This design comes from an exercise in tuning for small area, a short achievable clock period and few clock cycles on the open sky130 flow, not from production work. In this exercise RTL edits were held to simulation tests only and were not proved equivalent to the original.

branch fjord:
==> flow/design.v (excerpt) <==
module CONV(
	input				clk,
	input				reset,
	output	reg			busy,
	input				ready,
	output	reg	[11:0]	iaddr,
	input		[19:0]	idata,
	output	reg  		cwr,
	output	reg [11:0]	caddr_wr,
	output	reg [19:0]	cdata_wr,
	output	reg 		crd,
	output	reg	[11:0]	caddr_rd,
	input		[19:0] 	cdata_rd,
	output		[2:0] 	csel
	);
reg  [12:0] L;         
reg  [1:0]  ph;        
reg         scan_done;
reg         g;         
wire        run = busy & ~scan_done;
wire        cend = (ph == 2'd2);
wire [12:0] Linc = L + 13'd1;
wire [12:0] Ln  = (run & cend) ? Linc : L;
wire [1:0]  phn = ~run ? ph : cend ? ((Linc[12:6] == 7'd0) ? 2'd1 : 2'd0) : ph + 2'd1;
wire [6:0]  rown = Ln[12:6] + {5'd0, phn} - 7'd1;
always @(posedge clk or posedge reset) begin
	if (reset) begin
		L <= 13'd0;
		ph <= 2'd1;
		scan_done <= 1'b0;
	end else begin
		L <= Ln;
		ph <= phn;
		if (run & cend & L[12]) scan_done <= 1'b1;
	end
end
always @(posedge clk) begin
	iaddr <= {rown[5:0], Ln[5:0]};
	g <= rown[6];
end
reg [19:0] p0;
reg [2:0]  phq;        
reg        vq, cendq, firstq, x0q, x62q, x63q, col0q, row0q, cinitq;
always @(posedge clk) begin
	p0     <= g ? 20'd0 : idata;
	phq    <= {ph == 2'd2, ph == 2'd1, ph == 2'd0};
	cendq  <= cend;
	firstq <= (ph == 2'd0) | ((L[12:6] == 7'd0) & (ph == 2'd1));
	x0q    <= (L[5:0] == 6'd0);
	x62q   <= (L[5:0] == 6'd62);
	x63q   <= (L[5:0] == 6'd63);
	col0q  <= (L == 13'd0);
	row0q  <= (L[12:6] == 7'd0);
	cinitq <= (L[5:0] == 6'd0) & ((ph == 2'd0) | ((L[12:6] == 7'd0) & (ph == 2'd1)));
end
reg [19:0] p;
reg [21:0] p3;
reg        v1, cend1, first1, x62_1, x63_1, col0_1, row0_1, cinit1;
reg [2:0] sL0;
reg [2:0] sL1;
reg [2:0] sC0;
reg [2:0] sC1;
reg [2:0] sR0;
reg actR0;
  ...
clock: 10.0 ns
lec_check: 0
abc_clock_period_in_ps: 3000
cap_margin: 20
core_margin: 2
core_utilization: 60
cts_cluster_diameter: 100
cts_cluster_size: 20
slew_margin: 20
standard.sh (not shown) runs the stock make flow with config.mk's settings and CLKGATE_MAP_FILE= SYNTH_SCRIPT=/design/flow/synth_recipe.tcl, a recipe that flattens the netlist after the stock synthesis.
==> flow/flow/run.sh <==
#!/bin/bash
export SETUP_SLACK_MARGIN=6.7
export BUFFER_PORTS_ARGS="-buffer_cell sky130_fd_sc_hd__buf_2"
bash standard.sh > standard.log 2>&1
Testbench counts of branch fjord, summed over its fixed seeds: cycles 146,808.
Modified inputs, branch umber compared to branch fjord
diff --git a/flow/design.v b/flow/design.v
--- a/flow/design.v
+++ b/flow/design.v
@@ -33,63 +33,45 @@
 		L <= Ln;
 		ph <= phn;
 		if (run & cend & L[12]) scan_done <= 1'b1;
 	end
 end
 always @(posedge clk) begin
 	iaddr <= {rown[5:0], Ln[5:0]};
 	g <= rown[6];
 end
-reg [19:0] p0;
-reg [2:0]  phq;        
-reg        vq, cendq, firstq, x0q, x62q, x63q, col0q, row0q, cinitq;
-always @(posedge clk) begin
-	p0     <= g ? 20'd0 : idata;
-	phq    <= {ph == 2'd2, ph == 2'd1, ph == 2'd0};
-	cendq  <= cend;
-	firstq <= (ph == 2'd0) | ((L[12:6] == 7'd0) & (ph == 2'd1));
-	x0q    <= (L[5:0] == 6'd0);
-	x62q   <= (L[5:0] == 6'd62);
-	x63q   <= (L[5:0] == 6'd63);
-	col0q  <= (L == 13'd0);
-	row0q  <= (L[12:6] == 7'd0);
-	cinitq <= (L[5:0] == 6'd0) & ((ph == 2'd0) | ((L[12:6] == 7'd0) & (ph == 2'd1)));
-end
 reg [19:0] p;
 reg [21:0] p3;
-reg        v1, cend1, first1, x62_1, x63_1, col0_1, row0_1, cinit1;
+reg        v1, cend1, first1, x62_1, col0_1, row0_1, cinit1;
 reg [2:0] sL0;
 reg [2:0] sL1;
 reg [2:0] sC0;
 reg [2:0] sC1;
 reg [2:0] sR0;
 reg actR0;
 reg [2:0] sR1;
 reg actR1;
+wire [2:0]  phq = {ph == 2'd2, ph == 2'd1, ph == 2'd0};
+wire        x0q = (L[5:0] == 6'd0);
+wire [21:0] idata3 = {{2{idata[19]}}, idata} + {idata[19], idata, 1'b0};
 always @(posedge clk or posedge reset) begin
-	if (reset) begin
-		vq <= 1'b0;
-		v1 <= 1'b0;
-	end else begin
-		vq <= run;
-		v1 <= vq;
-	end
+	if (reset) v1 <= 1'b0;
+	else v1 <= run;
 end
 always @(posedge clk) begin
-	p      <= p0;
-	p3     <= {{2{p0[19]}}, p0} + {p0[19], p0, 1'b0};
-	cend1  <= cendq;
-	first1 <= firstq;
-	x62_1  <= x62q;
-	x63_1  <= x63q;
-	col0_1 <= col0q;
-	row0_1 <= row0q;
-	cinit1 <= cinitq;
+	p      <= g ? 20'd0 : idata;
+	p3     <= g ? 22'd0 : idata3;
+	cend1  <= cend;
+	first1 <= (ph == 2'd0) | ((L[12:6] == 7'd0) & (ph == 2'd1));
+	x62_1  <= (L[5:0] == 6'd62);
+	col0_1 <= (L == 13'd0);
+	row0_1 <= (L[12:6] == 7'd0);
+	cinit1 <= (L[5:0] == 6'd0) & ((ph == 2'd0) | ((L[12:6] == 7'd0) & (ph == 2'd1)));
 	sL0 <= phq;
 	sL1 <= phq;
 	sC0 <= phq;
 	sC1 <= phq;
 	sR0 <= x0q ? 3'b000 : phq;
 	actR0 <= ~x0q;
 	sR1 <= x0q ? 3'b000 : phq;
 	actR1 <= ~x0q;
 end
@@ -1273,20 +1255,20 @@
 	RAc <= tRc;
 	RBs <= tCs;
 	RBc <= tCc;
 	RCs <= tLs;
 	RCc <= tLc;
 end
 reg         e2;        
 reg         csel1;     
 reg         pr1, pr2, pr3, q;
+reg  [11:0] oa;        
 reg  [19:0] M, Rr;
-wire [11:0] oprev = csel1 ? {caddr_wr[9:5], 1'b1, caddr_wr[4:0], 1'b1} : caddr_wr;
 wire [35:0] osum = RAs + RAc;
 assign csel = {1'b0, csel1, 1'b1};
 wire pair_start = cwr & ~csel1 & caddr_wr[6] & ~caddr_wr[0];
 wire pair_end   = cwr & ~csel1 & caddr_wr[6] &  caddr_wr[0];
 wire [19:0] mr = (Rr > M) ? Rr : M;
 wire [19:0] mw = (cdata_wr > M) ? cdata_wr : M;
 always @(posedge clk or posedge reset) begin
 	if (reset) begin
 		busy <= 1'b0;
@@ -1306,24 +1288,23 @@
 		crd <= pair_start | pr1;
 		q <= pair_end;
 		cwr <= e2 | q;
 		if (cwr & csel1 & (caddr_wr[9:0] == 10'd1023)) busy <= 1'b0;
 	end
 end
 always @(posedge clk) begin
 	Rr <= cdata_rd;
 	caddr_rd <= {caddr_wr[11:6] - 6'd1, caddr_wr[5:1], pr1};
-	if (!busy) begin
-		csel1 <= 1'b0;
-		caddr_wr <= 12'hfff;
-	end else if (e2) begin
+	if (!busy) oa <= 12'd0;
+	else if (e2) oa <= oa + 12'd1;
+	if (e2) begin
 		csel1 <= 1'b0;
-		caddr_wr <= oprev + 12'd1;
+		caddr_wr <= oa;
 		cdata_wr <= osum[35] ? 20'd0 : osum[35:16];
 	end else if (q) begin
 		csel1 <= 1'b1;
 		caddr_wr <= {2'b00, caddr_wr[11:7], caddr_wr[5:1]};
 		cdata_wr <= mw;
 	end
 	if (pair_start) M <= cdata_wr;
 	else if (pr2 | pr3) M <= mr;
 end
Notes after the runs:
branch umber completed every stage of the flow, and the final layout passed the timing, design-rule and antenna checks.
Of branch fjord and branch umber, branch fjord shows the lower met2 global-route usage, with branch umber above it.
Worst setup path endpoint: p3[18]$_SDFF_PP0_ -> branch umber, RAc[21]$_DFF_P_ -> branch fjord
branch umber against branch fjord: post-synthesis async set-or-reset flop share closely matched the old numbers, total area of sequential cells dropped about 3%.
Of branch fjord and branch umber, the higher sequential portion of the cell area belongs to branch fjord.
Against branch fjord, branch umber comes in 0.24 ns higher on time the final worst path needs with I/O delays and setup.
Diff branch fjord -> branch umber: cell count of the worst hold path did not really move; growth of design area from synthesis to finish rose by 3.6 points.
On layout clock buffer count: branch umber sits below branch fjord.
Taking branch fjord as the reference, in branch umber routed wire length went up by 4.2 mm; final design utilization went up by 2.5 points.
Testbench counts of branch umber, summed over its fixed seeds: cycles 146,796.

separate check: timing with driven ports:
Ports are ideal in the flow. The routed layouts listed here were re-timed in OpenROAD. Step 1 sets driving cells, clkbuf_16 on the clock port and buf_2 on the other inputs (assumed; they add their load-dependent delay and slew). Step 2 moves the port delays by t, midway between the first and last clock arrival at a register: inputs arrive t later, outputs are due t later. That takes back most of the time a late clock gives input paths. Three values: ideal, step 1, step 2; two values: the first two.
run	t, ns	setup slack, ns	pins driven straight from the clock port
branch fjord	0.643	6.646 / 6.646 / 6.646	1
branch umber	0.647	6.410 / 6.427 / 5.780	1
After both steps every run listed still meets setup and hold. The setup slack of branch umber, which loses most, moves by +0.017 ns with the drivers and by -0.630 ns with both steps.
